Context: an optimization exercise on an open-source flow, tuned for small area. The choices shown serve that exercise and are no tape-out recipe. RTL that was checked went through simulation tests only; none was proved equivalent to the original. No functional check of the RTL was part of run 2. Power figures rest on the tool's default switching activity, not on a simulated workload.

==> flow/design.v, too long to show whole: its modules and the start of the top module <==
// module tv80_reg: 47 lines
// module tv80_alu: 356 lines
// module tv80_mcode: 2184 lines
// module tv80_core: 1158 lines
// module tv80s: 120 lines
module tv80s ( 
  m1_n, mreq_n, iorq_n, rd_n, wr_n, rfsh_n, halt_n, busak_n, A, data_out,
  reset_n, clk, wait_n, int_n, nmi_n, busrq_n, data_in
  );
  // ...
==> flow/run.sh <==
#!/bin/bash
# synth_recipe.tcl (not shown) runs the flow's synth.tcl, then flattens the netlist and writes it again
# the make line also repeats each setting of config.mk as NAME=value (left out here)
make -C /OpenROAD-flow-scripts/flow DESIGN_CONFIG=/design/flow/config.mk WORK_HOME=/design/flow/orfs CLKGATE_MAP_FILE= SYNTH_SCRIPT=/design/flow/synth_recipe.tcl finish
==> flow/config.mk <==
export PLATFORM = sky130hd
export DESIGN_NAME = tv80s
export DESIGN_NICKNAME = tv80s
export VERILOG_FILES = /design/flow/design.v
export SDC_FILE = /design/flow/constraint.sdc
export NUM_CORES = 4
export LEC_CHECK = 0
export CAP_MARGIN = 20
export CORE_MARGIN = 2
export CORE_UTILIZATION = 40
export SLEW_MARGIN = 20
==> flow/constraint.sdc <==
create_clock -name core_clock -period 11.0 [get_ports {clk}]
set_input_delay 2.2000 -clock core_clock [delete_from_list [all_inputs] [get_ports {clk}]]
set_output_delay 2.2000 -clock core_clock [all_outputs]
set_load 0.01 [all_outputs]
==> impl_results.html, run 1 <==
<table>
<tr><th>Metric</th><th>Value</th></tr>
<tr><th colspan="2">Placement</th></tr>
<tr><td>Placement-stage cell area</td><td>0.0352 mm2</td></tr>
<tr><th colspan="2">Setup path</th></tr>
<tr><td>Class of the most critical setup path</td><td>register to register</td></tr>
<tr><td>Reg2reg end</td><td>i_tv80_core.i_reg.RegsH[7][7]</td></tr>
<tr><td>Worst Setup Start Kind</td><td>register</td></tr>
<tr><td>Worst path max stage delay</td><td>0.98 ns</td></tr>
<tr><th colspan="2">Synth</th></tr>
<tr><td>Area share of the largest cell type after synthesis</td><td>15.3%</td></tr>
<tr><td>Combinational family with the most area after synthesis</td><td>compound AO/OA/AOI/OAI gates</td></tr>
<tr><td>Proportion of synthesized area in mux cells</td><td>8.65%</td></tr>
<tr><td>Adder and majority cell fraction of the synthesized area</td><td>4.29%</td></tr>
<tr><td>Unique cell type count in the Yosys netlist</td><td>113</td></tr>
<tr><td>Post-synthesis share of cell area spent on and, or, nand and nor gates</td><td>22.8%</td></tr>
<tr><td>Syn. warnings</td><td>5</td></tr>
<tr><td>Most frequent cell after synthesis</td><td>sky130_fd_sc_hd__nand2_1</td></tr>
<tr><td>Post-synthesis instance area</td><td>0.0334 mm2</td></tr>
<tr><th colspan="2">Routing</th></tr>
<tr><td>Vias per inst</td><td>7.12</td></tr>
<tr><td>Drt wl/cell</td><td>35.5 um</td></tr>
<tr><td>Number of vias in the routed layout</td><td>38,600</td></tr>
<tr><td>Wire length after detailed routing</td><td>192,000 um</td></tr>
<tr><th colspan="2">Die</th></tr>
<tr><td>Floorplan core area</td><td>0.0824 mm2</td></tr>
<tr><th colspan="2">Cells and area</th></tr>
<tr><td>Count of multi-input gates</td><td>3,568</td></tr>
<tr><td>Final cell utilization of the core</td><td>44.5%</td></tr>
<tr><td>Post-layout instance count excluding filler cells</td><td>5,416</td></tr>
<tr><td>Multi-input combinational area share</td><td>62.1%</td></tr>
<tr><td>Non-clock buffer share of cell area</td><td>4.77%</td></tr>
<tr><td>Sequential cell area</td><td>0.00889 mm2</td></tr>
<tr><th colspan="2">Timing</th></tr>
<tr><td>Final clock period utilization by the worst path</td><td>86.5%</td></tr>
<tr><td>Fin Hold WS</td><td>0.461 ns</td></tr>
<tr><td>Maximum clock frequency</td><td>105 MHz</td></tr>
<tr><th colspan="2">Global route</th></tr>
<tr><td>Routing layer with the top usage in global route</td><td>met2</td></tr>
<tr><th colspan="2">Run status</th></tr>
<tr><td>Outcome</td><td>timing/DRC/antenna clean</td></tr>
<tr><th colspan="2">Pwr</th></tr>
<tr><td>Sequential cell power</td><td>0.00182 W</td></tr>
<tr><td>Switch share</td><td>45.6%</td></tr>
<tr><td>P_int</td><td>0.00359 W</td></tr>
<tr><th colspan="2">Clock tree</th></tr>
<tr><td>TritonCTS clock tree</td><td>done</td></tr>
<tr><td>Maximum buffer depth of the clock tree</td><td>3</td></tr>
<tr><td>Post-CTS setup buffers</td><td>0</td></tr>
<tr><td>Clk sinks</td><td>358</td></tr>
<tr><td>Clock transition time at the flip-flop clock pins of the worst setup and hold paths</td><td>0.07 ns</td></tr>
</table>
==> module tv80_core, before the edit <==
module tv80_core ( 
  m1_n, iorq, no_read, write, rfsh_n, halt_n, busak_n, A, data_out, mc,
  ts, intcycle_n, IntE, stop,
  reset_n, clk, cen, wait_n, int_n, nmi_n, busrq_n, dinst, data_in
  );
  parameter Mode = 1;    
  parameter IOWait = 1;  
  parameter Flag_C = 0;
  parameter Flag_N = 1;
  parameter Flag_P = 2;
  parameter Flag_X = 3;
  parameter Flag_H = 4;
  parameter Flag_Y = 5;
  parameter Flag_Z = 6;
  parameter Flag_S = 7;
  input     reset_n;            
  input     clk;                
  input     cen;                
  input     wait_n;             
  input     int_n;              
  input     nmi_n;              
  input     busrq_n;            
  output    m1_n;               
  output    iorq;               
  output    no_read;            
  output    write;              
  output    rfsh_n;             
  output    halt_n;             
  output    busak_n;            
  output [15:0] A; 
  input [7:0]   dinst;  
  input [7:0]   data_in;
  output [7:0]  data_out;
  output [6:0]  mc;     
  output [6:0]  ts;     
  output        intcycle_n;     
  output        IntE;           
  output        stop;           
  reg    m1_n;          
  reg    iorq; 
  reg    halt_n;                
  reg    busak_n;               
  reg [15:0] A; 
  reg [7:0]  data_out;
  reg [6:0]  mc;        
  reg [6:0]  ts;        
  reg   intcycle_n;     
  reg   IntE;           
  reg   stop;           
  parameter     aNone    = 3'b111;
  parameter     aBC      = 3'b000;
  parameter     aDE      = 3'b001;
  parameter     aXY      = 3'b010;
  parameter     aIOA     = 3'b100;
  parameter     aSP      = 3'b101;
  parameter     aZI      = 3'b110;
  reg [7:0]     ACC, F;
  reg [7:0]     Ap, Fp;
  reg [7:0]     I;
  reg [15:0]    SP, PC;
  reg [7:0]     RegDIH;
  reg [7:0]     RegDIL;
  wire [15:0]   RegBusA;
  wire [15:0]   RegBusB;
  wire [15:0]   RegBusC;
  reg [2:0]     RegAddrA_r;
  reg [2:0]     RegAddrA;
  reg [2:0]     RegAddrB_r;
  reg [2:0]     RegAddrB;
  reg [2:0]     RegAddrC;
  reg           RegWEH;
  reg           RegWEL;
  reg           Alternate;
  reg [15:0]    TmpAddr;         
  reg [7:0]     IR;              
  reg [1:0]     ISet;            
  reg [15:0]    RegBusA_r;
  reg [15:0]    ID16;
  reg [7:0]     Save_Mux;
  reg [6:0]     tstate;
  reg [6:0]     mcycle;
  reg           last_mcycle, last_tstate;
  reg           IntE_FF1;
  reg           IntE_FF2;
  reg           Halt_FF;
  reg           BusReq_s;
  reg           BusAck;
  reg           ClkEn;
  reg           NMI_s;
  reg           INT_s;
  reg [1:0]     IStatus;
  reg [7:0]     data_in_reg;
  reg           T_Res;
  reg [1:0]     XY_State;
  reg [2:0]     Pre_XY_F_M;
  reg           NextIs_XY_Fetch;
  reg           XY_Ind;
  reg           No_BTR;
  reg           BTR_r;
  reg           Auto_Wait;
  reg           Auto_Wait_t1;
  reg           Auto_Wait_t2;
  reg           IncDecZ;
  reg [7:0]     BusB;
  reg [7:0]     BusA;
  wire [7:0]    ALU_Q;
  wire [7:0]    F_Out;
  reg [4:0]     Read_To_Reg_r;
  reg           Arith16_r;
  reg           Z16_r;
  reg [3:0]     ALU_Op_r;
  reg           Save_ALU_r;
  reg           PreserveC_r;
  reg [2:0]     mcycles;
  wire [2:0]    mcycles_d;
  wire [2:0]    tstates;
  reg           IntCycle;
  reg           NMICycle;
  wire          Inc_PC;
  wire          Inc_WZ;
  wire [3:0]    IncDec_16;
  wire [1:0]    Prefix;
  wire          Read_To_Acc;
  wire          Read_To_Reg;
  wire [3:0]     Set_BusB_To;
  wire [3:0]     Set_BusA_To;
  wire [3:0]     ALU_Op;
  wire           Save_ALU;
  wire           PreserveC;
  wire           Arith16;
  wire [2:0]     Set_Addr_To;
  wire           Jump;
  wire           JumpE;
  wire           JumpXY;
  wire           Call;
  wire           RstP;
  wire           LDZ;
  wire           LDW;
  wire           LDSPHL;
  wire           iorq_i;
  wire [2:0]     Special_LD;
  wire           ExchangeDH;
  wire           ExchangeRp;
  wire           ExchangeAF;
  wire           ExchangeRS;
  wire           I_DJNZ;
  wire           I_CPL;
  wire           I_CCF;
  wire           I_SCF;
  wire           I_RETN;
  wire           I_BT;
  wire           I_BC;
  wire           I_BTR;
  wire           I_RLD;
  wire           I_RRD;
  wire           I_INRC;
  wire           SetDI;
  wire           SetEI;
  wire [1:0]     IMode;
  wire           Halt;
  reg [15:0]     PC16;
  reg [15:0]     PC16_B;
  reg [15:0]     SP16, SP16_A, SP16_B;
  reg [15:0]     ID16_B;
  reg            Oldnmi_n;
  tv80_mcode #(Mode, Flag_C, Flag_N, Flag_P, Flag_X, Flag_H, Flag_Y, Flag_Z, Flag_S) i_mcode
    (
     .IR                   (IR),
     .ISet                 (ISet),
     .MCycle               (mcycle),
     .F                    (F),
     .NMICycle             (NMICycle),
     .IntCycle             (IntCycle),
     .MCycles              (mcycles_d),
     .TStates              (tstates),
     .Prefix               (Prefix),
     .Inc_PC               (Inc_PC),
     .Inc_WZ               (Inc_WZ),
     .IncDec_16            (IncDec_16),
     .Read_To_Acc          (Read_To_Acc),
     .Read_To_Reg          (Read_To_Reg),
     .Set_BusB_To          (Set_BusB_To),
     .Set_BusA_To          (Set_BusA_To),
     .ALU_Op               (ALU_Op),
     .Save_ALU             (Save_ALU),
     .PreserveC            (PreserveC),
     .Arith16              (Arith16),
     .Set_Addr_To          (Set_Addr_To),
     .IORQ                 (iorq_i),
     .Jump                 (Jump),
     .JumpE                (JumpE),
     .JumpXY               (JumpXY),
     .Call                 (Call),
     .RstP                 (RstP),
     .LDZ                  (LDZ),
     .LDW                  (LDW),
     .LDSPHL               (LDSPHL),
     .Special_LD           (Special_LD),
     .ExchangeDH           (ExchangeDH),
     .ExchangeRp           (ExchangeRp),
     .ExchangeAF           (ExchangeAF),
     .ExchangeRS           (ExchangeRS),
     .I_DJNZ               (I_DJNZ),
     .I_CPL                (I_CPL),
     .I_CCF                (I_CCF),
     .I_SCF                (I_SCF),
     .I_RETN               (I_RETN),
     .I_BT                 (I_BT),
     .I_BC                 (I_BC),
     .I_BTR                (I_BTR),
     .I_RLD                (I_RLD),
     .I_RRD                (I_RRD),
     .I_INRC               (I_INRC),
     .SetDI                (SetDI),
     .SetEI                (SetEI),
     .IMode                (IMode),
     .Halt                 (Halt),
     .NoRead               (no_read),
     .Write                (write)
     );
  tv80_alu #(Mode, Flag_C, Flag_N, Flag_P, Flag_X, Flag_H, Flag_Y, Flag_Z, Flag_S) i_alu
    (
     .Arith16              (Arith16_r),
     .Z16                  (Z16_r),
     .ALU_Op               (ALU_Op_r),
     .IR                   (IR[5:0]),
     .ISet                 (ISet),
     .BusA                 (BusA),
     .BusB                 (BusB),
     .F_In                 (F),
     .Q                    (ALU_Q),
     .F_Out                (F_Out)
     );
  function [6:0] number_to_bitvec;
    input [2:0] num;
    begin
      case (num)
        1 : number_to_bitvec = 7'b0000001;
        2 : number_to_bitvec = 7'b0000010;
        3 : number_to_bitvec = 7'b0000100;
        4 : number_to_bitvec = 7'b0001000;
        5 : number_to_bitvec = 7'b0010000;
        6 : number_to_bitvec = 7'b0100000;
        7 : number_to_bitvec = 7'b1000000;
        default : number_to_bitvec = 7'bx;
      endcase  
    end
  endfunction  
  function [2:0] mcyc_to_number;
    input [6:0] mcyc;
    begin
      casez (mcyc)
        7'b1zzzzzz : mcyc_to_number = 3'h7;
        7'b01zzzzz : mcyc_to_number = 3'h6;
        7'b001zzzz : mcyc_to_number = 3'h5;
        7'b0001zzz : mcyc_to_number = 3'h4;
        7'b00001zz : mcyc_to_number = 3'h3;
        7'b000001z : mcyc_to_number = 3'h2;
        7'b0000001 : mcyc_to_number = 3'h1;
        default : mcyc_to_number = 3'h1;
      endcase
    end
  endfunction
  always @( mcycle or mcycles or tstate or tstates)
    begin
      case (mcycles)
        1 : last_mcycle = mcycle[0];
        2 : last_mcycle = mcycle[1];
        3 : last_mcycle = mcycle[2];
        4 : last_mcycle = mcycle[3];
        5 : last_mcycle = mcycle[4];
        6 : last_mcycle = mcycle[5];
        7 : last_mcycle = mcycle[6];
        default : last_mcycle = 1'bx;
      endcase  
      case (tstates)
        0 : last_tstate = tstate[0];
        1 : last_tstate = tstate[1];
        2 : last_tstate = tstate[2];
        3 : last_tstate = tstate[3];
        4 : last_tstate = tstate[4];
        5 : last_tstate = tstate[5];
        6 : last_tstate = tstate[6];
        default : last_tstate = 1'bx;
      endcase
    end  
  always @( ALU_Q or BusAck or BusB or data_in_reg
	   or ExchangeRp or IR or Save_ALU_r or Set_Addr_To or XY_Ind
	   or XY_State or cen or last_tstate or mcycle)
    begin
      ClkEn = cen && ~ BusAck;
      if (last_tstate)
        T_Res = 1'b1;
      else T_Res = 1'b0;
      if (XY_State != 2'b00 && XY_Ind == 1'b0 &&
          ((Set_Addr_To == aXY) ||
           (mcycle[0] && IR == 8'b11001011) ||
           (mcycle[0] && IR == 8'b00110110)))
        NextIs_XY_Fetch = 1'b1;
      else 
        NextIs_XY_Fetch = 1'b0;
      if (ExchangeRp)
        Save_Mux = BusB;
      else if (!Save_ALU_r)
        Save_Mux = data_in_reg;
      else
        Save_Mux = ALU_Q;
    end  
  always @ (posedge clk)  
    begin
      if (reset_n == 1'b0 ) 
        begin
          PC <= 0;   
          A <= 0;
          TmpAddr <= 0;
          IR <= 8'b00000000;
          ISet <= 2'b00;
          XY_State <= 2'b00;
          IStatus <= 2'b00;
          mcycles <= 3'b000;
          data_out <= 8'b00000000;
          ACC <= 8'hFF;
          F <= 8'hFF;
          Ap <= 8'hFF;
          Fp <= 8'hFF;
          I <= 0;
          SP <= 16'hFFFF;
          Alternate <= 1'b0;
          Read_To_Reg_r <= 5'b00000;
          Arith16_r <= 1'b0;
          BTR_r <= 1'b0;
          Z16_r <= 1'b0;
          ALU_Op_r <= 4'b0000;
          Save_ALU_r <= 1'b0;
          PreserveC_r <= 1'b0;
          XY_Ind <= 1'b0;
        end 
      else 
        begin
          if (ClkEn == 1'b1 ) 
            begin
              ALU_Op_r <= 4'b0000;
              Save_ALU_r <= 1'b0;
              Read_To_Reg_r <= 5'b00000;
              mcycles <= mcycles_d;
              if (IMode != 2'b11 ) 
                begin
                  IStatus <= IMode;
                end
              Arith16_r <= Arith16;
              PreserveC_r <= PreserveC;
              if (ISet == 2'b10 && ALU_Op[2] == 1'b0 && ALU_Op[0] == 1'b1 && mcycle[2] ) 
                begin
                  Z16_r <= 1'b1;
                end 
              else 
                begin
                  Z16_r <= 1'b0;
                end
              if (mcycle[0] && (tstate[1] | tstate[2] | tstate[3] )) 
                begin
                  if (tstate[2] && wait_n == 1'b1 ) 
                    begin
                      if (Jump == 1'b0 && Call == 1'b0 && NMICycle == 1'b0 && IntCycle == 1'b0 && ~ (Halt_FF == 1'b1 || Halt == 1'b1) ) 
                        begin
                          PC <= PC16;
                        end
                      if (IntCycle == 1'b1 && IStatus == 2'b01 ) 
                        begin
                          IR <= 8'b11111111;
                        end 
                      else if (Halt_FF == 1'b1 || (IntCycle == 1'b1 && IStatus == 2'b10) || NMICycle == 1'b1 ) 
                        begin
                          IR <= 8'b00000000;
			  TmpAddr[7:0] <= dinst;  
                        end 
                      else 
                        begin
                          IR <= dinst;
                        end
                      ISet <= 2'b00;
                      if (Prefix != 2'b00 ) 
                        begin
                          if (Prefix == 2'b11 ) 
                            begin
                              if (IR[5] == 1'b1 ) 
                                begin
                                  XY_State <= 2'b10;
                                end 
                              else 
                                begin
                                  XY_State <= 2'b01;
                                end
                            end 
                          else 
                            begin
                              if (Prefix == 2'b10 ) 
                                begin
                                  XY_State <= 2'b00;
                                  XY_Ind <= 1'b0;
                                end
                              ISet <= Prefix;
                            end
                        end 
                      else 
                        begin
                          XY_State <= 2'b00;
                          XY_Ind <= 1'b0;
                        end
                    end  
                end 
              else 
                begin
                  if (mcycle[5] ) 
                    begin
                      XY_Ind <= 1'b1;
                      if (Prefix == 2'b01 ) 
                        begin
                          ISet <= 2'b01;
                        end
                    end
                  if (T_Res == 1'b1 ) 
                    begin
                      BTR_r <= (I_BT || I_BC || I_BTR) && ~ No_BTR;
                      if (Jump == 1'b1 ) 
                        begin
                          A[15:8] <= data_in_reg;
                          A[7:0] <= TmpAddr[7:0];
                          PC[15:8] <= data_in_reg;
                          PC[7:0] <= TmpAddr[7:0];
                        end 
                      else if (JumpXY == 1'b1 ) 
                        begin
                          A <= RegBusC;
                          PC <= RegBusC;
                        end else if (Call == 1'b1 || RstP == 1'b1 ) 
                          begin
                            A <= TmpAddr;
                            PC <= TmpAddr;
                          end 
                        else if (last_mcycle && NMICycle == 1'b1 ) 
                          begin
                            A <= 16'b0000000001100110;
                            PC <= 16'b0000000001100110;
                          end 
                        else if (mcycle[2] && IntCycle == 1'b1 && IStatus == 2'b10 ) 
                          begin
                            A[15:8] <= I;
                            A[7:0] <= TmpAddr[7:0];
                            PC[15:8] <= I;
                            PC[7:0] <= TmpAddr[7:0];
                          end 
                        else 
                          begin
                            case (Set_Addr_To)
                              aXY :
                                begin
                                  if (XY_State == 2'b00 ) 
                                    begin
                                      A <= RegBusC;
                                    end 
                                  else 
                                    begin
                                      if (NextIs_XY_Fetch == 1'b1 )
                                        begin
                                          A <= PC;
                                        end 
                                      else 
                                        begin
                                          A <= TmpAddr;
                                        end
                                    end  
                                end  
                              aIOA :
                                begin
                                  if (Mode == 3 ) 
                                    begin
                                      A[15:8] <= 8'hFF;
                                    end 
                                  else if (Mode == 2 ) 
                                    begin
                                      A[15:8] <= data_in_reg;
                                    end 
                                  else 
                                    begin
                                      A[15:8] <= ACC;
                                    end
                                  A[7:0] <= data_in_reg;
                                end  
                              aSP :
                                begin
                                  A <= SP;
                                end
                              aBC :
                                begin
                                  if (Mode == 3 && iorq_i == 1'b1 ) 
                                    begin
                                      A[15:8] <= 8'hFF;
                                      A[7:0] <= RegBusC[7:0];
                                    end 
                                  else 
                                    begin
                                      A <= RegBusC;
                                    end
                                end  
                              aDE :
                                begin
                                  A <= RegBusC;
                                end
                              aZI :
                                begin                                  
                                  if (Inc_WZ == 1'b1 ) 
                                    begin
                                      A <= TmpAddr + 1;
                                    end 
                                  else 
                                    begin
                                      A[15:8] <= data_in_reg;
                                      A[7:0] <= TmpAddr[7:0];
                                    end
                                end  
                              default   :
                                begin                                    
                                  A <= PC;
                                end
                            endcase  
                          end  
                      Save_ALU_r <= Save_ALU;
                      ALU_Op_r <= ALU_Op;
                      if (I_CPL == 1'b1 ) 
                        begin
                          ACC <= ~ ACC;
                          F[Flag_Y] <= ~ ACC[5];
                          F[Flag_H] <= 1'b1;
                          F[Flag_X] <= ~ ACC[3];
                          F[Flag_N] <= 1'b1;
                        end
                      if (I_CCF == 1'b1 ) 
                        begin
                          F[Flag_C] <= ~ F[Flag_C];
                          F[Flag_Y] <= ACC[5];
                          F[Flag_H] <= F[Flag_C];
                          F[Flag_X] <= ACC[3];
                          F[Flag_N] <= 1'b0;
                        end
                      if (I_SCF == 1'b1 ) 
                        begin
                          F[Flag_C] <= 1'b1;
                          F[Flag_Y] <= ACC[5];
                          F[Flag_H] <= 1'b0;
                          F[Flag_X] <= ACC[3];
                          F[Flag_N] <= 1'b0;
                        end
                    end  
                  if (tstate[2] && wait_n == 1'b1 ) 
                    begin
                      if (ISet == 2'b01 && mcycle[6] ) 
                        begin
                          IR <= dinst;
                        end
                      if (JumpE == 1'b1 ) 
                        begin
                          PC <= PC16;
                        end 
                      else if (Inc_PC == 1'b1 ) 
                        begin
                          PC <= PC16;
                        end
                      if (BTR_r == 1'b1 ) 
                        begin
                          PC <= PC16;
                        end
                      if (RstP == 1'b1 ) 
                        begin
                          TmpAddr <= { 10'h0, IR[5:3], 3'h0 };
                        end
                    end
                  if (tstate[3] && mcycle[5] ) 
                    begin
                      TmpAddr <= SP16;
                    end
                  if ((tstate[2] && wait_n == 1'b1) || (tstate[4] && mcycle[0]) ) 
                    begin
                      if (IncDec_16[2:0] == 3'b111 ) 
                        begin
                          SP <= SP16;
                        end
                    end
                  if (LDSPHL == 1'b1 ) 
                    begin
                      SP <= RegBusC;
                    end
                  if (ExchangeAF == 1'b1 ) 
                    begin
                      Ap <= ACC;
                      ACC <= Ap;
                      Fp <= F;
                      F <= Fp;
                    end
                  if (ExchangeRS == 1'b1 ) 
                    begin
                      Alternate <= ~ Alternate;
                    end
                end  
              if (tstate[3] ) 
                begin
                  if (LDZ == 1'b1 ) 
                    begin
                      TmpAddr[7:0] <= data_in_reg;
                    end
                  if (LDW == 1'b1 ) 
                    begin
                      TmpAddr[15:8] <= data_in_reg;
                    end
                  if (Special_LD[2] == 1'b1 ) 
                    begin
                      case (Special_LD[1:0])
                        2'b00 :
                          begin
                            ACC <= I;
                            F[Flag_P] <= IntE_FF2;
			    F[Flag_Z] <= (I == 0);
			    F[Flag_S] <= I[7];
			    F[Flag_H] <= 0;
			    F[Flag_N] <= 0; 
                          end
                        2'b01 :
                          begin
                            ACC <= 0;
                            F[Flag_P] <= IntE_FF2;
			    F[Flag_Z] <= (I == 0);
			    F[Flag_S] <= I[7];
			    F[Flag_H] <= 0;
			    F[Flag_N] <= 0; 
                          end
                        2'b10 :
                          I <= ACC;
                        default : ;
                      endcase
                    end
                end  
              if ((I_DJNZ == 1'b0 && Save_ALU_r == 1'b1) || ALU_Op_r == 4'b1001 ) 
                begin
                  if (Mode == 3 ) 
                    begin
                      F[6] <= F_Out[6];
                      F[5] <= F_Out[5];
                      F[7] <= F_Out[7];
                      if (PreserveC_r == 1'b0 ) 
                        begin
                          F[4] <= F_Out[4];
                        end
                    end 
                  else 
                    begin
                      F[7:1] <= F_Out[7:1];
                      if (PreserveC_r == 1'b0 ) 
                        begin
                          F[Flag_C] <= F_Out[0];
                        end
                    end
                end  
              if (T_Res == 1'b1 && I_INRC == 1'b1 ) 
                begin
                  F[Flag_H] <= 1'b0;
                  F[Flag_N] <= 1'b0;
                  if (data_in_reg[7:0] == 8'b00000000 )
                    begin
                      F[Flag_Z] <= 1'b1;
                    end 
                  else 
                    begin
                      F[Flag_Z] <= 1'b0;
                    end
                  F[Flag_S] <= data_in_reg[7];
                  F[Flag_P] <= ~ (^data_in_reg[7:0]);
                end  
              if (tstate[1] && Auto_Wait_t1 == 1'b0 ) 
                begin
                  data_out <= BusB;
                  if (I_RLD == 1'b1 ) 
                    begin
                      data_out[3:0] <= BusA[3:0];
                      data_out[7:4] <= BusB[3:0];
                    end
                  if (I_RRD == 1'b1 ) 
                    begin
                      data_out[3:0] <= BusB[7:4];
                      data_out[7:4] <= BusA[3:0];
                    end
                end
              if (T_Res == 1'b1 ) 
                begin
                  Read_To_Reg_r[3:0] <= Set_BusA_To;
                  Read_To_Reg_r[4] <= Read_To_Reg;
                  if (Read_To_Acc == 1'b1 ) 
                    begin
                      Read_To_Reg_r[3:0] <= 4'b0111;
                      Read_To_Reg_r[4] <= 1'b1;
                    end
                end
              if (tstate[1] && I_BT == 1'b1 ) 
                begin
                  F[Flag_X] <= ALU_Q[3];
                  F[Flag_Y] <= ALU_Q[1];
                  F[Flag_H] <= 1'b0;
                  F[Flag_N] <= 1'b0;
                end
              if (I_BC == 1'b1 || I_BT == 1'b1 ) 
                begin
                  F[Flag_P] <= IncDecZ;
                end
              if ((tstate[1] && Save_ALU_r == 1'b0 && Auto_Wait_t1 == 1'b0) ||
                  (Save_ALU_r == 1'b1 && ALU_Op_r != 4'b0111) ) 
                begin
                  case (Read_To_Reg_r)
                    5'b10111 :
                      ACC <= Save_Mux;
                    5'b10110 :
                      data_out <= Save_Mux;
                    5'b11000 :
                      SP[7:0] <= Save_Mux;
                    5'b11001 :
                      SP[15:8] <= Save_Mux;
                    5'b11011 :
                      F <= Save_Mux;
                    default : ;
                  endcase
                end  
            end  
        end  
    end
  always @ (posedge clk)
    begin
      if (ClkEn == 1'b1 ) 
        begin
          RegAddrA_r <= { Alternate, Set_BusA_To[2:1] };
          if (XY_Ind == 1'b0 && XY_State != 2'b00 && Set_BusA_To[2:1] == 2'b10 ) 
            begin
              RegAddrA_r <= { XY_State[1],  2'b11 };
            end
          RegAddrB_r <= { Alternate, Set_BusB_To[2:1] };
          if (XY_Ind == 1'b0 && XY_State != 2'b00 && Set_BusB_To[2:1] == 2'b10 ) 
            begin
              RegAddrB_r <= { XY_State[1],  2'b11 };
            end
          RegAddrC <= { Alternate,  Set_Addr_To[1:0] };
          if ((JumpXY == 1'b1 || LDSPHL == 1'b1) ) 
            begin
              RegAddrC <= { Alternate, 2'b10 };
            end
          if (((JumpXY == 1'b1 || LDSPHL == 1'b1) && XY_State != 2'b00) || (mcycle[5]) ) 
            begin
              RegAddrC <= { XY_State[1],  2'b11 };
            end
          if (I_DJNZ == 1'b1 && Save_ALU_r == 1'b1 && Mode < 2 ) 
            begin
              IncDecZ <= F_Out[Flag_Z];
            end
          if ((tstate[2] || (tstate[3] && mcycle[0])) && IncDec_16[2:0] == 3'b100 ) 
            begin
              if (ID16 == 0 ) 
                begin
                  IncDecZ <= 1'b0;
                end 
              else 
                begin
                  IncDecZ <= 1'b1;
                end
            end
          RegBusA_r <= RegBusA;
        end
    end  
  always @( Alternate or ExchangeDH or IncDec_16
	   or RegAddrA_r or RegAddrB_r or XY_State or mcycle or tstate)
    begin
      if ((tstate[2] || (tstate[3] && mcycle[0] && IncDec_16[2] == 1'b1)) && XY_State == 2'b00)
        RegAddrA = { Alternate, IncDec_16[1:0] };
      else if ((tstate[2] || (tstate[3] && mcycle[0] && IncDec_16[2] == 1'b1)) && IncDec_16[1:0] == 2'b10)
        RegAddrA = { XY_State[1], 2'b11 };
      else if (ExchangeDH == 1'b1 && tstate[3])
        RegAddrA = { Alternate, 2'b10 };
      else if (ExchangeDH == 1'b1 && tstate[4])
        RegAddrA = { Alternate, 2'b01 };
      else
        RegAddrA = RegAddrA_r;
      if (ExchangeDH == 1'b1 && tstate[3])
        RegAddrB = { Alternate, 2'b01 };
      else
        RegAddrB = RegAddrB_r;
    end  
  always @( ALU_Op_r or Auto_Wait_t1 or ExchangeDH
	   or IncDec_16 or Read_To_Reg_r or Save_ALU_r or mcycle
	   or tstate or wait_n)
    begin
      RegWEH = 1'b0;
      RegWEL = 1'b0;
      if ((tstate[1] && ~Save_ALU_r && ~Auto_Wait_t1) ||
          (Save_ALU_r && (ALU_Op_r != 4'b0111)) ) 
        begin
          case (Read_To_Reg_r)
            5'b10000 , 5'b10001 , 5'b10010 , 5'b10011 , 5'b10100 , 5'b10101 :
              begin
                RegWEH = ~ Read_To_Reg_r[0];
                RegWEL = Read_To_Reg_r[0];
              end  
            default : ;
          endcase  
        end  
      if (ExchangeDH && (tstate[3] || tstate[4]) ) 
        begin
          RegWEH = 1'b1;
          RegWEL = 1'b1;
        end
      if (IncDec_16[2] && ((tstate[2] && wait_n && ~mcycle[0]) || (tstate[3] && mcycle[0])) ) 
        begin
          case (IncDec_16[1:0])
            2'b00 , 2'b01 , 2'b10 :
              begin
                RegWEH = 1'b1;
                RegWEL = 1'b1;
              end  
            default : ;
          endcase
        end
    end  
  always @( ExchangeDH or ID16 or IncDec_16 or RegBusA_r
	   or RegBusB or Save_Mux or mcycle or tstate)
    begin
      RegDIH = Save_Mux;
      RegDIL = Save_Mux;
      if (ExchangeDH == 1'b1 && tstate[3] ) 
        begin
          RegDIH = RegBusB[15:8];
          RegDIL = RegBusB[7:0];
        end
      else if (ExchangeDH == 1'b1 && tstate[4] ) 
        begin
          RegDIH = RegBusA_r[15:8];
          RegDIL = RegBusA_r[7:0];
        end
      else if (IncDec_16[2] == 1'b1 && ((tstate[2] && ~mcycle[0]) || (tstate[3] && mcycle[0])) ) 
        begin
          RegDIH = ID16[15:8];
          RegDIL = ID16[7:0];
        end
    end
  tv80_reg i_reg
    (
     .clk                  (clk),
     .CEN                  (ClkEn),
     .WEH                  (RegWEH),
     .WEL                  (RegWEL),
     .AddrA                (RegAddrA),
     .AddrB                (RegAddrB),
     .AddrC                (RegAddrC),
     .DIH                  (RegDIH),
     .DIL                  (RegDIL),
     .DOAH                 (RegBusA[15:8]),
     .DOAL                 (RegBusA[7:0]),
     .DOBH                 (RegBusB[15:8]),
     .DOBL                 (RegBusB[7:0]),
     .DOCH                 (RegBusC[15:8]),
     .DOCL                 (RegBusC[7:0])
     );
  always @ (posedge clk)
    begin
      if (ClkEn == 1'b1 ) 
        begin
          case (Set_BusB_To)
            4'b0111 :
              BusB <= ACC;
            4'b0000 , 4'b0001 , 4'b0010 , 4'b0011 , 4'b0100 , 4'b0101 :
              begin
                if (Set_BusB_To[0] == 1'b1 ) 
                  begin
                    BusB <= RegBusB[7:0];
                  end 
                else 
                  begin
                    BusB <= RegBusB[15:8];
                  end
              end
            4'b0110 :
              BusB <= data_in_reg;
            4'b1000 :
              BusB <= SP[7:0];
            4'b1001 :
              BusB <= SP[15:8];
            4'b1010 :
              BusB <= 8'b00000001;
            4'b1011 :
              BusB <= F;
            4'b1100 :
              BusB <= PC[7:0];
            4'b1101 :
              BusB <= PC[15:8];
            4'b1110 :
              BusB <= 8'b00000000;
            default :
              BusB <= 8'h0;
          endcase
          case (Set_BusA_To)
            4'b0111 :
              BusA <= ACC;
            4'b0000 , 4'b0001 , 4'b0010 , 4'b0011 , 4'b0100 , 4'b0101 :
              begin
                if (Set_BusA_To[0] == 1'b1 )
                  begin
                    BusA <= RegBusA[7:0];
                  end 
                else 
                  begin
                    BusA <= RegBusA[15:8];
                  end
              end
            4'b0110 :
              BusA <= data_in_reg;
            4'b1000 :
              BusA <= SP[7:0];
            4'b1001 :
              BusA <= SP[15:8];
            4'b1010 :
              BusA <= 8'b00000000;
            default :
              BusA <= 8'h0;
          endcase
        end
    end
  assign rfsh_n = 1'b1;
  always @( BusAck or Halt_FF or I_DJNZ or IntCycle
	   or IntE_FF1 or data_in or iorq_i or mcycle or tstate)
    begin
      mc = mcycle;
      ts = tstate;
      data_in_reg = data_in;
      halt_n = ~ Halt_FF;
      busak_n = ~ BusAck;
      intcycle_n = ~ IntCycle;
      IntE = IntE_FF1;
      iorq = iorq_i;
      stop = I_DJNZ;
    end
  always @ (posedge clk)  
    begin : sync_inputs
      if (~reset_n) 
        begin
          BusReq_s <= 1'b0;
          INT_s <= 1'b0;
          NMI_s <= 1'b0;
          Oldnmi_n <= 1'b0;
        end 
      else
        begin
          if (cen == 1'b1 ) 
            begin
              BusReq_s <= ~ busrq_n;
              INT_s <= ~ int_n;
              if (NMICycle == 1'b1 ) 
                begin
                  NMI_s <= 1'b0;
                end 
              else if (nmi_n == 1'b0 && Oldnmi_n == 1'b1 ) 
                begin
                  NMI_s <= 1'b1;
                end
              Oldnmi_n <= nmi_n;
            end
        end
    end
  always @ (posedge clk)  
    begin
      if (reset_n == 1'b0 ) 
        begin
          mcycle <= 7'b0000001;
          tstate <= 7'b0000001;
          Pre_XY_F_M <= 3'b000;
          Halt_FF <= 1'b0;
          BusAck <= 1'b0;
          NMICycle <= 1'b0;
          IntCycle <= 1'b0;
          IntE_FF1 <= 1'b0;
          IntE_FF2 <= 1'b0;
          No_BTR <= 1'b0;
          Auto_Wait_t1 <= 1'b0;
          Auto_Wait_t2 <= 1'b0;
          m1_n <= 1'b1;
        end 
      else
        begin
          if (cen == 1'b1 ) 
            begin
              if (T_Res == 1'b1 ) 
                begin
                  Auto_Wait_t1 <= 1'b0;
                end 
              else 
                begin
		  Auto_Wait_t1 <= Auto_Wait || (iorq_i & ~Auto_Wait_t2);
                end
              Auto_Wait_t2 <= Auto_Wait_t1 & !T_Res;
              No_BTR <= (I_BT && (~ IR[4] || ~ F[Flag_P])) ||
                        (I_BC && (~ IR[4] || F[Flag_Z] || ~ F[Flag_P])) ||
                        (I_BTR && (~ IR[4] || F[Flag_Z]));
              if (tstate[2] ) 
                begin
                  if (SetEI == 1'b1 ) 
                    begin
                      if (!NMICycle)
                        IntE_FF1 <= 1'b1;
                      IntE_FF2 <= 1'b1;
                    end
                  if (I_RETN == 1'b1 ) 
                    begin
                      IntE_FF1 <= IntE_FF2;
                    end
                end
              if (tstate[3] ) 
                begin
                  if (SetDI == 1'b1 ) 
                    begin
                      IntE_FF1 <= 1'b0;
                      IntE_FF2 <= 1'b0;
                    end
                end
              if (IntCycle == 1'b1 || NMICycle == 1'b1 ) 
                begin
                  Halt_FF <= 1'b0;
                end
              if (mcycle[0] && tstate[2] && wait_n == 1'b1 ) 
                begin
                  m1_n <= 1'b1;
                end
              if (BusReq_s == 1'b1 && BusAck == 1'b1 ) 
                begin
                end 
              else 
                begin
                  BusAck <= 1'b0;
                  if (tstate[2] && wait_n == 1'b0 ) 
                    begin
                    end 
                  else if (T_Res == 1'b1 ) 
                    begin
                      if (Halt == 1'b1 ) 
                        begin
                          Halt_FF <= 1'b1;
                        end
                      if (BusReq_s == 1'b1 ) 
                        begin
                          BusAck <= 1'b1;
                        end 
                      else 
                        begin
                          tstate <= 7'b0000010;
                          if (NextIs_XY_Fetch == 1'b1 ) 
                            begin
                              mcycle <= 7'b0100000;
                              Pre_XY_F_M <= mcyc_to_number(mcycle);
                              if (IR == 8'b00110110 && Mode == 0 ) 
                                begin
                                  Pre_XY_F_M <= 3'b010;
                                end
                            end 
                          else if ((mcycle[6]) || (mcycle[5] && Mode == 1 && ISet != 2'b01) ) 
                            begin
                              mcycle <= number_to_bitvec(Pre_XY_F_M + 1);
                            end 
                          else if ((last_mcycle) ||
                                   No_BTR == 1'b1 ||
                                   (mcycle[1] && I_DJNZ == 1'b1 && IncDecZ == 1'b1) ) 
                            begin
                              m1_n <= 1'b0;
                              mcycle <= 7'b0000001;
                              IntCycle <= 1'b0;
                              NMICycle <= 1'b0;
                              if (NMI_s == 1'b1 && Prefix == 2'b00 ) 
                                begin
                                  NMICycle <= 1'b1;
                                  IntE_FF1 <= 1'b0;
                                end 
                              else if ((IntE_FF1 == 1'b1 && INT_s == 1'b1) && Prefix == 2'b00 && SetEI == 1'b0 ) 
                                begin
                                  IntCycle <= 1'b1;
                                  IntE_FF1 <= 1'b0;
                                  IntE_FF2 <= 1'b0;
                                end
                            end 
                          else 
                            begin
                              mcycle <= { mcycle[5:0], mcycle[6] };
                            end
                        end
                    end 
                  else 
                    begin    
                      if ( ~(Auto_Wait == 1'b1 && Auto_Wait_t2 == 1'b0) &&
                           ~(IOWait == 1 && iorq_i == 1'b1 && Auto_Wait_t1 == 1'b0) ) 
                        begin
                          tstate <= { tstate[5:0], tstate[6] };
                        end
                    end
                end
              if (tstate[0]) 
                begin
                  m1_n <= 1'b0;
                end
            end
        end
    end
  always @( BTR_r or data_in_reg or IncDec_16 or JumpE or PC
	   or RegBusA or RegBusC or SP or tstate)
    begin
      if (JumpE == 1'b1 ) 
        begin
          PC16_B = { {8{data_in_reg[7]}}, data_in_reg };
        end 
      else if (BTR_r == 1'b1 ) 
        begin
          PC16_B = -2;
        end
      else
        begin
          PC16_B = 1;
        end
      if (tstate[3])
        begin
          SP16_A = RegBusC;
          SP16_B = { {8{data_in_reg[7]}}, data_in_reg };
        end
      else
        begin
          SP16_A = SP;
          if (IncDec_16[3] == 1'b1)
            SP16_B = -1;
          else
            SP16_B = 1;
        end
      if (IncDec_16[3])  
        ID16_B = -1;
      else
        ID16_B = 1;
      ID16 = RegBusA + ID16_B;
      PC16 = PC + PC16_B;
      SP16 = SP16_A + SP16_B;
    end  
  always @( IntCycle or NMICycle or mcycle)
    begin
      Auto_Wait = 1'b0;
      if (IntCycle == 1'b1 || NMICycle == 1'b1 ) 
        begin
          if (mcycle[0] ) 
            begin
              Auto_Wait = 1'b1;
            end
        end
    end  
endmodule  
==> run 2, diff against run 1 <==
--- a/flow/design.v
+++ b/flow/design.v
@@ -2662,5 +2662,5 @@
   reg [7:0]     IR;              
   reg [1:0]     ISet;            
-  reg [15:0]    RegBusA_r;
+  reg [1:0]     DHswap;          
   reg [15:0]    ID16;
   reg [7:0]     Save_Mux;
@@ -2749,5 +2749,4 @@
   reg [15:0]     PC16_B;
   reg [15:0]     SP16, SP16_A, SP16_B;
-  reg [15:0]     ID16_B;
   reg            Oldnmi_n;
   tv80_mcode #(Mode, Flag_C, Flag_N, Flag_P, Flag_X, Flag_H, Flag_Y, Flag_Z, Flag_S) i_mcode
@@ -3356,5 +3355,6 @@
                 end
             end
-          RegBusA_r <= RegBusA;
+          if (ExchangeDH == 1'b1 && tstate[4])
+            DHswap[Alternate] <= ~DHswap[Alternate];
         end
     end  
@@ -3395,9 +3395,4 @@
           endcase  
         end  
-      if (ExchangeDH && (tstate[3] || tstate[4]) ) 
-        begin
-          RegWEH = 1'b1;
-          RegWEL = 1'b1;
-        end
       if (IncDec_16[2] && ((tstate[2] && wait_n && ~mcycle[0]) || (tstate[3] && mcycle[0])) ) 
         begin
@@ -3412,20 +3407,9 @@
         end
     end  
-  always @( ExchangeDH or ID16 or IncDec_16 or RegBusA_r
-	   or RegBusB or Save_Mux or mcycle or tstate)
+  always @(*) 
     begin
       RegDIH = Save_Mux;
       RegDIL = Save_Mux;
-      if (ExchangeDH == 1'b1 && tstate[3] ) 
-        begin
-          RegDIH = RegBusB[15:8];
-          RegDIL = RegBusB[7:0];
-        end
-      else if (ExchangeDH == 1'b1 && tstate[4] ) 
-        begin
-          RegDIH = RegBusA_r[15:8];
-          RegDIL = RegBusA_r[7:0];
-        end
-      else if (IncDec_16[2] == 1'b1 && ((tstate[2] && ~mcycle[0]) || (tstate[3] && mcycle[0])) ) 
+      if (IncDec_16[2] == 1'b1 && ((tstate[2] && ~mcycle[0]) || (tstate[3] && mcycle[0])) ) 
         begin
           RegDIH = ID16[15:8];
@@ -3433,4 +3417,10 @@
         end
     end
+  function [2:0] ren_dh;
+    input [2:0] a;
+    begin
+      ren_dh = (a[1] ^ a[0]) && DHswap[a[2]] ? { a[2], ~a[1:0] } : a;
+    end
+  endfunction
   tv80_reg i_reg
     (
@@ -3439,7 +3429,7 @@
      .WEH                  (RegWEH),
      .WEL                  (RegWEL),
-     .AddrA                (RegAddrA),
-     .AddrB                (RegAddrB),
-     .AddrC                (RegAddrC),
+     .AddrA                (ren_dh(RegAddrA)),
+     .AddrB                (ren_dh(RegAddrB)),
+     .AddrC                (ren_dh(RegAddrC)),
      .DIH                  (RegDIH),
      .DIL                  (RegDIL),
@@ -3696,6 +3686,5 @@
         end
     end
-  always @( BTR_r or data_in_reg or IncDec_16 or JumpE or PC
-	   or RegBusA or RegBusC or SP or tstate)
+  always @(*)
     begin
       if (JumpE == 1'b1 ) 
@@ -3711,5 +3700,5 @@
           PC16_B = 1;
         end
-      if (tstate[3])
+      if (tstate[3] && !mcycle[0])
         begin
           SP16_A = RegBusC;
@@ -3718,17 +3707,10 @@
       else
         begin
-          SP16_A = SP;
-          if (IncDec_16[3] == 1'b1)
-            SP16_B = -1;
-          else
-            SP16_B = 1;
+          SP16_A = (IncDec_16[1:0] == 2'b11) ? SP : RegBusA;
+          SP16_B = IncDec_16[3] ? 16'hFFFF : 16'h0001;
         end
-      if (IncDec_16[3])  
-        ID16_B = -1;
-      else
-        ID16_B = 1;
-      ID16 = RegBusA + ID16_B;
       PC16 = PC + PC16_B;
       SP16 = SP16_A + SP16_B;
+      ID16 = SP16;
     end  
   always @( IntCycle or NMICycle or mcycle)
==> flow/flow/run.sh (new file) <==
#!/bin/bash
# Standard ORFS flow, except that after the standard synthesis the
# combinational logic is re-mapped by ABC for area (flip-flops, their names
# and cell types are left exactly as the standard synthesis made them).
set -euo pipefail
R=orfs/results/sky130hd/tv80s/base
LIB=$FLOW_HOME/platforms/sky130hd/lib/sky130_fd_sc_hd__tt_025C_1v80.lib
YOSYS=$(command -v yosys || echo $FLOW_HOME/../tools/install/yosys/bin/yosys)

bash standard.sh synth > std_synth.log 2>&1
cp $R/1_2_yosys.v std_1_2_yosys.v

DUARGS=$(sed 's/^/-dont_use /' flow/dontuse.txt | tr '\n' ' ')
cat > reabc.ys <<EOT
read_liberty -ignore_miss_func -overwrite -setattr liberty_cell $LIB
read_verilog std_1_2_yosys.v
hierarchy -top $FLOW_TOP
setattr -mod -set keep_hierarchy 1 sky130_fd_sc_hd__dfxtp_1 sky130_fd_sc_hd__edfxtp_1 sky130_fd_sc_hd__dfrtp_1 sky130_fd_sc_hd__conb_1
flatten
opt_clean -purge
abc -liberty $LIB $DUARGS -script flow/reabc.abc
opt_clean -purge
hilomap -singleton -hicell sky130_fd_sc_hd__conb_1 HI -locell sky130_fd_sc_hd__conb_1 LO
insbuf -buf sky130_fd_sc_hd__buf_4 A X
opt_clean -purge
rename -hide {w:*\$func\$*}
tee -o reabc_stat.txt stat -liberty $LIB
select $FLOW_TOP
write_verilog -noattr -nohex -nodec -selected reabc_1_2_yosys.v
EOT
$YOSYS -s reabc.ys > reabc_yosys.log 2>&1

# the flip-flops must be the standard synthesis's, one for one
ffs() { grep -E '^ *sky130_fd_sc_hd__(e?dfxtp|dfrtp)_[0-9]+ ' "$1" | sort; }
if ! cmp -s <(ffs std_1_2_yosys.v) <(ffs reabc_1_2_yosys.v); then
  echo "re-mapped netlist changed the flip-flops" >&2
  exit 1
fi

cp reabc_1_2_yosys.v $R/1_2_yosys.v
touch $R/1_2_yosys.v
rm -f $R/1_synth.odb $R/1_synth.sdc
bash standard.sh finish > std_finish.log 2>&1
==> flow/flow/dontuse.txt (new file) <==
sky130_fd_sc_hd__probe_p_8
sky130_fd_sc_hd__probec_p_8
sky130_fd_sc_hd__lpflow_bleeder_1
sky130_fd_sc_hd__lpflow_clkbufkapwr_1
sky130_fd_sc_hd__lpflow_clkbufkapwr_16
sky130_fd_sc_hd__lpflow_clkbufkapwr_2
sky130_fd_sc_hd__lpflow_clkbufkapwr_4
sky130_fd_sc_hd__lpflow_clkbufkapwr_8
sky130_fd_sc_hd__lpflow_clkinvkapwr_1
sky130_fd_sc_hd__lpflow_clkinvkapwr_16
sky130_fd_sc_hd__lpflow_clkinvkapwr_2
sky130_fd_sc_hd__lpflow_clkinvkapwr_4
sky130_fd_sc_hd__lpflow_clkinvkapwr_8
sky130_fd_sc_hd__lpflow_decapkapwr_12
sky130_fd_sc_hd__lpflow_decapkapwr_3
sky130_fd_sc_hd__lpflow_decapkapwr_4
sky130_fd_sc_hd__lpflow_decapkapwr_6
sky130_fd_sc_hd__lpflow_decapkapwr_8
sky130_fd_sc_hd__lpflow_inputiso0n_1
sky130_fd_sc_hd__lpflow_inputiso0p_1
sky130_fd_sc_hd__lpflow_inputiso1n_1
sky130_fd_sc_hd__lpflow_inputiso1p_1
sky130_fd_sc_hd__lpflow_inputisolatch_1
sky130_fd_sc_hd__lpflow_isobufsrc_1
sky130_fd_sc_hd__lpflow_isobufsrc_16
sky130_fd_sc_hd__lpflow_isobufsrc_2
sky130_fd_sc_hd__lpflow_isobufsrc_4
sky130_fd_sc_hd__lpflow_isobufsrc_8
sky130_fd_sc_hd__lpflow_isobufsrckapwr_16
sky130_fd_sc_hd__lpflow_lsbuf_lh_hl_isowell_tap_1
sky130_fd_sc_hd__lpflow_lsbuf_lh_hl_isowell_tap_2
sky130_fd_sc_hd__lpflow_lsbuf_lh_hl_isowell_tap_4
sky130_fd_sc_hd__lpflow_lsbuf_lh_isowell_4
sky130_fd_sc_hd__lpflow_lsbuf_lh_isowell_tap_1
sky130_fd_sc_hd__lpflow_lsbuf_lh_isowell_tap_2
sky130_fd_sc_hd__lpflow_lsbuf_lh_isowell_tap_4
sky130_fd_sc_hd__fill_1
sky130_fd_sc_hd__fill_2
sky130_fd_sc_hd__fill_4
sky130_fd_sc_hd__fill_8
==> flow/flow/reabc.abc (new file) <==
strash
dch -f
amap
topo
stime -c
buffer -c
upsize -c -D 8000
dnsize -c -D 8000
==> flow/standard.sh (new file) <==
#!/bin/bash
# synth_recipe.tcl (not shown) runs the flow's synth.tcl, then flattens the netlist and writes it again
# the make line also repeats each setting of config.mk as NAME=value (left out here)
make -C /OpenROAD-flow-scripts/flow DESIGN_CONFIG=/design/flow/config.mk WORK_HOME=/design/flow/orfs CLKGATE_MAP_FILE= SYNTH_SCRIPT=/design/flow/synth_recipe.tcl "${@:-finish}"
--- a/flow/config.mk
+++ b/flow/config.mk
@@ -8,4 +8,7 @@
 export CAP_MARGIN = 20
 export CORE_MARGIN = 2
-export CORE_UTILIZATION = 40
+export CORE_UTILIZATION = 65
+export CTS_BUF_LIST = sky130_fd_sc_hd__clkbuf_8
+export CTS_CLUSTER_SIZE = 30
+export PLACE_DENSITY = 0.75
 export SLEW_MARGIN = 20
removed: flow/run.sh
==> impl_results.html, run 2 <==
<table>
<tr><th>Metric</th><th>Value</th></tr>
<tr><th colspan="2">Global route</th></tr>
<tr><td>Largest net degree at the start of global routing</td><td>77</td></tr>
<tr><th colspan="2">Synth</th></tr>
<tr><td>Post-Synthesis Net Count</td><td>4,163</td></tr>
<tr><td>Syn. warnings</td><td>5 (unchanged)</td></tr>
<tr><td>Avg Synthesized Cell Area</td><td>6.88 um2</td></tr>
<tr><td>Post-synthesis instance area</td><td>0.0285 mm2 (-15%)</td></tr>
<tr><td>Synthesized instance count</td><td>4,149</td></tr>
<tr><th colspan="2">Placement</th></tr>
<tr><td>Dpl hpwl</td><td>108,000 um</td></tr>
<tr><td>Pre-CTS WS</td><td>0.718 ns</td></tr>
<tr><td>Port Buffer Count</td><td>44</td></tr>
<tr><td>Placed Cells</td><td>4,689</td></tr>
<tr><td>Gpl congestion</td><td>1.68</td></tr>
<tr><th colspan="2">Clock tree</th></tr>
<tr><td>Number of hold-repair buffers added at the cts stage</td><td>0</td></tr>
<tr><td>CTS resizes</td><td>0</td></tr>
<tr><td>Clk root buf</td><td>sky130_fd_sc_hd__clkbuf_8</td></tr>
<tr><td>Maximum buffer depth of the clock tree</td><td>3 (unchanged)</td></tr>
<tr><td>H-tree depth</td><td>2</td></tr>
<tr><td>Post-CTS setup buffers</td><td>0 (unchanged)</td></tr>
<tr><td>Cts bufs inserted</td><td>58</td></tr>
<tr><th colspan="2">Die</th></tr>
<tr><td>Die X-Extent</td><td>214 um</td></tr>
<tr><td>Die height</td><td>214 um</td></tr>
<tr><td>Boundary Pins</td><td>46</td></tr>
<tr><td>Starting Density</td><td>66.1%</td></tr>
<tr><td>Site row count</td><td>76</td></tr>
<tr><th colspan="2">Run status</th></tr>
<tr><td>First error</td><td>[ERROR GRT-0116] Global routing finished with congestion. Check the congestion regions in the DRC Viewer.</td></tr>
<tr><td>Stage at which the flow ended</td><td>5_1_grt</td></tr>
<tr><td>Outcome</td><td>stopped before the end</td></tr>
</table>
[run 2: how the worst max path moves through the flow]
| stage | start | depth (start not counted) | slack, ns | end |
|---|---|---|---|---|
| after floorplan | i_tv80_core.IR[3] | 48 | 2.06 | i_tv80_core.IncDecZ |
| after global placement | i_tv80_core.IR[7] | 50 | 1.08 | i_tv80_core.i_reg.RegsH[6][7] |
| after detailed placement | i_tv80_core.IR[0] | 48 | 0.72 | i_tv80_core.i_reg.RegsH[7][7] |
| after CTS | i_tv80_core.IR[0] | 48 | 0.71 | i_tv80_core.i_reg.RegsH[1][7] |
[run 2: stage by stage]
stage	instance area [um2]	power [W]	utilization, %
2_1_floorplan	28500	0.00605	-
3_3_place_gp	29800	0.00832	69.1
3_5_place_dp	29800	0.00847	69.1
4_1_cts	31000	0.00969	71.8
[run 2: power groups by stage]
stage	combinational, W	sequential [W]	clock, W
after floorplan	0.00414	0.00191	0
after CTS	0.00647	0.00201	0.00121
after detailed placement	0.00644	0.00203	0
after global placement	0.00630	0.00203	0
==> module tv80s, before the edit <==
module tv80s ( 
  m1_n, mreq_n, iorq_n, rd_n, wr_n, rfsh_n, halt_n, busak_n, A, data_out,
  reset_n, clk, wait_n, int_n, nmi_n, busrq_n, data_in
  );
  parameter Mode = 0;     
  parameter T2Write = 1;  
  parameter IOWait  = 1;  
  input         reset_n; 
  input         clk; 
  input         wait_n; 
  input         int_n; 
  input         nmi_n; 
  input         busrq_n; 
  output        m1_n; 
  output        mreq_n; 
  output        iorq_n; 
  output        rd_n; 
  output        wr_n; 
  output        rfsh_n; 
  output        halt_n; 
  output        busak_n; 
  output [15:0] A;
  input [7:0]   data_in;
  output [7:0]  data_out;
  reg           mreq_n; 
  reg           iorq_n; 
  reg           rd_n; 
  reg           wr_n; 
  wire          cen;
  wire          intcycle_n;
  wire          no_read;
  wire          write;
  wire          iorq;
  reg [7:0]     data_in_reg;
  wire [6:0]    mcycle;
  wire [6:0]    tstate;
  assign    cen = 1;
  tv80_core #(Mode, IOWait) i_tv80_core
    (
     .cen (cen),
     .m1_n (m1_n),
     .iorq (iorq),
     .no_read (no_read),
     .write (write),
     .rfsh_n (rfsh_n),
     .halt_n (halt_n),
     .wait_n (wait_n),
     .int_n (int_n),
     .nmi_n (nmi_n),
     .reset_n (reset_n),
     .busrq_n (busrq_n),
     .busak_n (busak_n),
     .clk (clk),
     .IntE (),
     .stop (),
     .A (A),
     .dinst (data_in),
     .data_in (data_in_reg),
     .data_out (data_out),
     .mc (mcycle),
     .ts (tstate),
     .intcycle_n (intcycle_n)
     );  
  always @(posedge clk)  
    begin
      if (!reset_n)
        begin
          rd_n   <= 1'b1;
          wr_n   <= 1'b1;
          iorq_n <= 1'b1;
          mreq_n <= 1'b1;
          data_in_reg <= 0;
        end
      else
        begin
          rd_n <= 1'b1;
          wr_n <= 1'b1;
          iorq_n <= 1'b1;
          mreq_n <= 1'b1;
          if (mcycle[0])
            begin
              if (tstate[1] || (tstate[2] && wait_n == 1'b0))
                begin
                  rd_n <= ~ intcycle_n;
                  mreq_n <= ~ intcycle_n;
                  iorq_n <= intcycle_n;
                end
            end  
          else
            begin
              if ((tstate[1] || (tstate[2] && wait_n == 1'b0)) && no_read == 1'b0 && write == 1'b0)
                begin
                  rd_n <= 1'b0;
                  iorq_n <= ~ iorq;
                  mreq_n <= iorq;
                end
              if (T2Write == 0)
                begin                          
                  if (tstate[2] && write == 1'b1)
                    begin
                      wr_n <= 1'b0;
                      iorq_n <= ~ iorq;
                      mreq_n <= iorq;
                    end
                end
              else
                begin
                  if ((tstate[1] || (tstate[2] && wait_n == 1'b0)) && write == 1'b1)
                    begin
                      wr_n <= 1'b0;
                      iorq_n <= ~ iorq;
                      mreq_n <= iorq;
                  end
                end  
            end  
          if (tstate[2] && wait_n == 1'b1 && !write && !no_read)
            data_in_reg <= data_in;
        end  
    end  
endmodule  
==> run 3, diff against run 2 <==
--- a/flow/design.v
+++ b/flow/design.v
@@ -2662,9 +2662,12 @@
   reg [7:0]     IR;              
   reg [1:0]     ISet;            
-  reg [1:0]     DHswap;          
+  reg           DHswap0;         
+  reg           DHswap1;         
   reg [15:0]    ID16;
   reg [7:0]     Save_Mux;
-  reg [6:0]     tstate;
-  reg [6:0]     mcycle;
+  reg [2:0]     ts_n;
+  reg [2:0]     mc_n;
+  wire [6:0]    tstate = 7'b0000001 << ts_n;
+  wire [6:0]    mcycle = 7'b0000001 << mc_n;
   reg           last_mcycle, last_tstate;
   reg           IntE_FF1;
@@ -2899,5 +2902,4 @@
           PC <= 0;   
           A <= 0;
-          TmpAddr <= 0;
           IR <= 8'b00000000;
           ISet <= 2'b00;
@@ -2905,5 +2907,4 @@
           IStatus <= 2'b00;
           mcycles <= 3'b000;
-          data_out <= 8'b00000000;
           ACC <= 8'hFF;
           F <= 8'hFF;
@@ -3355,6 +3356,8 @@
                 end
             end
-          if (ExchangeDH == 1'b1 && tstate[4])
-            DHswap[Alternate] <= ~DHswap[Alternate];
+          if (ExchangeDH == 1'b1 && tstate[4] && Alternate == 1'b0)
+            DHswap0 <= ~DHswap0;
+          if (ExchangeDH == 1'b1 && tstate[4] && Alternate == 1'b1)
+            DHswap1 <= ~DHswap1;
         end
     end  
@@ -3420,5 +3423,5 @@
     input [2:0] a;
     begin
-      ren_dh = (a[1] ^ a[0]) && DHswap[a[2]] ? { a[2], ~a[1:0] } : a;
+      ren_dh = (a[1] ^ a[0]) && (a[2] ? DHswap1 : DHswap0) ? { a[2], ~a[1:0] } : a;
     end
   endfunction
@@ -3550,6 +3553,6 @@
       if (reset_n == 1'b0 ) 
         begin
-          mcycle <= 7'b0000001;
-          tstate <= 7'b0000001;
+          mc_n <= 3'd0;
+          ts_n <= 3'd0;
           Pre_XY_F_M <= 3'b000;
           Halt_FF <= 1'b0;
@@ -3630,9 +3633,9 @@
                       else 
                         begin
-                          tstate <= 7'b0000010;
+                          ts_n <= 3'd1;
                           if (NextIs_XY_Fetch == 1'b1 ) 
                             begin
-                              mcycle <= 7'b0100000;
-                              Pre_XY_F_M <= mcyc_to_number(mcycle);
+                              mc_n <= 3'd5;
+                              Pre_XY_F_M <= mc_n + 3'd1;
                               if (IR == 8'b00110110 && Mode == 0 ) 
                                 begin
@@ -3642,5 +3645,5 @@
                           else if ((mcycle[6]) || (mcycle[5] && Mode == 1 && ISet != 2'b01) ) 
                             begin
-                              mcycle <= number_to_bitvec(Pre_XY_F_M + 1);
+                              mc_n <= Pre_XY_F_M;
                             end 
                           else if ((last_mcycle) ||
@@ -3649,5 +3652,5 @@
                             begin
                               m1_n <= 1'b0;
-                              mcycle <= 7'b0000001;
+                              mc_n <= 3'd0;
                               IntCycle <= 1'b0;
                               NMICycle <= 1'b0;
@@ -3666,5 +3669,5 @@
                           else 
                             begin
-                              mcycle <= { mcycle[5:0], mcycle[6] };
+                              mc_n <= (mc_n == 3'd6) ? 3'd0 : mc_n + 3'd1;
                             end
                         end
@@ -3675,5 +3678,5 @@
                            ~(IOWait == 1 && iorq_i == 1'b1 && Auto_Wait_t1 == 1'b0) ) 
                         begin
-                          tstate <= { tstate[5:0], tstate[6] };
+                          ts_n <= (ts_n == 3'd6) ? 3'd0 : ts_n + 3'd1;
                         end
                     end
@@ -3797,5 +3800,4 @@
           iorq_n <= 1'b1;
           mreq_n <= 1'b1;
-          data_in_reg <= 0;
         end
       else
--- a/flow/flow/run.sh
+++ b/flow/flow/run.sh
@@ -19,5 +19,5 @@
 flatten
 opt_clean -purge
-abc -liberty $LIB $DUARGS -script flow/reabc.abc
+abc -liberty $LIB $DUARGS -script flow/reabc.abc $FLOW_TOP
 opt_clean -purge
 hilomap -singleton -hicell sky130_fd_sc_hd__conb_1 HI -locell sky130_fd_sc_hd__conb_1 LO
==> flow/flow/reabc.abc (replaced) <==
strash
dc2
&get -n
&deepsyn -T 180
&put
dc2
&get -n
&deepsyn -T 180
&put
dch -f
amap
topo
stime -c
buffer -c
upsize -c -D 8000
dnsize -c -D 8000
--- a/flow/config.mk
+++ b/flow/config.mk
@@ -8,7 +8,7 @@
 export CAP_MARGIN = 20
 export CORE_MARGIN = 2
-export CORE_UTILIZATION = 65
+export CORE_UTILIZATION = 40
 export CTS_BUF_LIST = sky130_fd_sc_hd__clkbuf_8
-export CTS_CLUSTER_SIZE = 30
-export PLACE_DENSITY = 0.75
+export CTS_CLUSTER_DIAMETER = 100
+export CTS_CLUSTER_SIZE = 10
 export SLEW_MARGIN = 20
==> impl_results.html, run 3 <==
<table>
<tr><th>Metric</th><th>Value</th></tr>
<tr><th colspan="2">Setup path</th></tr>
<tr><td>Reg2reg end</td><td>i_tv80_core.i_reg.RegsH[2][6]</td></tr>
<tr><td>First element of the critical path</td><td>i_tv80_core.mc_n[1]</td></tr>
<tr><td>FF-to-FF setup slack</td><td>0.86 ns</td></tr>
<tr><td>Worst setup endpoint</td><td>i_tv80_core.i_reg.RegsH[2][6]</td></tr>
<tr><td>Worst path max stage delay</td><td>0.60 ns</td></tr>
<tr><td>Worst Setup Start Kind</td><td>register</td></tr>
<tr><td>Class of the most critical setup path</td><td>register to register</td></tr>
<tr><th colspan="2">Run status</th></tr>
<tr><td>Outcome</td><td>timing/DRC/antenna clean</td></tr>
<tr><th colspan="2">Placement</th></tr>
<tr><td>Placed Cells</td><td>3,989 (-15%)</td></tr>
<tr><td>Placement-stage cell area</td><td>0.0250 mm2 (-16%)</td></tr>
<tr><td>Gpl congestion</td><td>1.10 (-34%)</td></tr>
<tr><td>Dpl hpwl</td><td>112,000 um (+3.4%)</td></tr>
<tr><td>Port Buffer Count</td><td>44 (unchanged)</td></tr>
<tr><td>Pre-CTS WS</td><td>0.794 ns (+0.0763 ns)</td></tr>
<tr><th colspan="2">Routing</th></tr>
<tr><td>Top routing layer used</td><td>met5</td></tr>
<tr><td>Number of vias in the routed layout</td><td>29,500</td></tr>
<tr><td>Sum of routed wire segments on met1</td><td>53,600 um</td></tr>
<tr><td>Met2 wirelength from detailed routing</td><td>57,700 um</td></tr>
<tr><td>Wire length after detailed routing</td><td>146,000 um</td></tr>
<tr><td>Number of design rule violations left after detail routing</td><td>0</td></tr>
<tr><th colspan="2">Clock tree</th></tr>
<tr><td>Maximum buffer depth of the clock tree</td><td>3 (unchanged)</td></tr>
<tr><td>TritonCTS clock tree</td><td>done</td></tr>
<tr><td>Clk root buf</td><td>sky130_fd_sc_hd__clkbuf_8</td></tr>
<tr><td>Cts bufs inserted</td><td>40 (-31%)</td></tr>
<tr><td>Number of hold-repair buffers added at the cts stage</td><td>0 (unchanged)</td></tr>
<tr><td>H-tree depth</td><td>2 (unchanged)</td></tr>
<tr><th colspan="2">Min path</th></tr>
<tr><td>Worst min path class</td><td>register to register</td></tr>
<tr><th colspan="2">Pwr</th></tr>
<tr><td>P_int</td><td>0.00291 W</td></tr>
<tr><td>Net switching power figure</td><td>0.00359 W</td></tr>
<tr><td>Proportion of power drawn by combinational gates</td><td>60.2%</td></tr>
<tr><th colspan="2">Job</th></tr>
<tr><td>Maxcap violations</td><td>0</td></tr>
<tr><th colspan="2">Timing</th></tr>
<tr><td>Worst slew margin relative to its limit</td><td>9.00%</td></tr>
<tr><td>Final clock period utilization by the worst path</td><td>92.2%</td></tr>
<tr><td>Maximum clock frequency</td><td>98.6 MHz</td></tr>
<tr><th colspan="2">Global route</th></tr>
<tr><td>Vias in the first global route</td><td>27,400</td></tr>
<tr><td>Largest net degree at the start of global routing</td><td>43</td></tr>
<tr><td>Global route total overflow</td><td>0</td></tr>
<tr><th colspan="2">Synth</th></tr>
<tr><td>Syn. warnings</td><td>5 (unchanged)</td></tr>
<tr><td>Post-Synthesis Net Count</td><td>3,204 (-23%)</td></tr>
<tr><td>Avg Synthesized Cell Area</td><td>7.30 um2 (+6.1%)</td></tr>
<tr><td>Post-synthesis instance area</td><td>0.0233 mm2 (-18%)</td></tr>
<tr><td>Synthesized instance count</td><td>3,190 (-23%)</td></tr>
<tr><th colspan="2">Die</th></tr>
<tr><td>Boundary Pins</td><td>46 (unchanged)</td></tr>
<tr><td>Site row count</td><td>88 (+16%)</td></tr>
<tr><td>Die height</td><td>245 um (+15%)</td></tr>
<tr><td>Starting Density</td><td>40.4% (-26 points)</td></tr>
<tr><td>Die X-Extent</td><td>245 um (+15%)</td></tr>
<tr><th colspan="2">Cells and area</th></tr>
<tr><td>Post-layout instance count excluding filler cells</td><td>4,059</td></tr>
<tr><td>Multi-input gate area</td><td>0.0129 mm2</td></tr>
</table>
[run 3: metal layers]
layer / vias up / track usage, %
li1: 12000 / -
met1: 13900 / 61.2
met2: 2980 / 66.1
met3: 698 / 18.4
met4: 4 / 27.7
met5: - / 0
[run 3: how the worst min path moves through the flow]
stage                     cells past startpoint                           end                         start  slack [ns]
after floorplan                               2             i_tv80_core.Z16_r             i_tv80_core.Z16_r        0.41
after global placement                        2  i_tv80_core.Read_To_Reg_r[4]  i_tv80_core.Read_To_Reg_r[4]        0.43
after detailed placement                      2             i_tv80_core.Z16_r             i_tv80_core.Z16_r        0.45
after CTS                                     2              i_tv80_core.A[7]              i_tv80_core.A[7]        0.47
after global routing                          2             i_tv80_core.A[13]             i_tv80_core.A[13]        0.49
final                                         2              i_tv80_core.A[7]              i_tv80_core.A[7]        0.46
[run 3: through the flow]
| stage | total power [W] | hold slack, ns | util [%] |
|---|---|---|---|
| detailed placement | 0.00533 | 0.446 | 43.4 |
| global route | 0.00666 | 0.487 | 44.6 |
| finish | 0.00650 | 0.462 | 44.7 |
| CTS | 0.00619 | 0.468 | 44.5 |
| global placement | 0.00534 | 0.434 | 43.3 |
| floorplan | 0.00375 | 0.414 | - |
[run 3: power groups by stage]
stage          Combinational, W  Sequential [W]  Clock [W]
4_1_cts                 0.00363         0.00169   0.000877
3_5_place_dp            0.00361         0.00172          0
2_1_floorplan           0.00212         0.00163          0
6_report                0.00391         0.00171   0.000883
3_3_place_gp            0.00362         0.00171          0
5_1_grt                 0.00404         0.00170   0.000920
[run 3: area by class of cell]
type | count | share of cell area (%)
Sequential cell | 336 | 33.5
Multi-Input combinational cell | 2371 | 50.0
Inverter | 375 | 5.49
Clock buffer | 40 | 2.14
Timing Repair Buffer | 142 | 4.57
Clock inverter | 21 | 0.496
Antenna cell | 9 | 0.0876
Tap cell | 765 | 3.72
[run 3: critical path, delay by kind of cell (launching register included)]
kind	cells	cell delay (ns)
buffers and inverters	7	1.15
DFF	1	0.48
and+or+nand+nor	33	4.96
AOI/OAI and AO/OA	15	3.33
[run 3: what timing repair did]
action	4_1_cts	5_1_grt
gates resized for setup	0	7
setup endpoints to repair	0	29
setup buffers	0	0

## afterwards: timing with drivers on the ports
In the flow no input, the clock included, has a driving cell. The finished layouts below were timed again as built, in two steps. Step 1 assumes that a clkbuf_16 drives the clock port and a buf_2 every other input. Step 2, shift: input delay + t, output delay - t, t = (earliest + latest rising clock arrival at the registers) / 2. This alone moves slack from input paths to output paths. Slacks: no drivers / after step 1 / after step 2; pairs: no drivers / after step 1.
run	shift t [ns]	setup WS [ns]	worst setup path after step 2	worst data-port slew with drivers (ns)
run 1	0.685	1.481 / 1.481 / 1.481	register to register	0.05
run 3	0.721	0.856 / 0.856 / 0.856	register to register	0.06
After both steps every run listed still meets setup and hold.
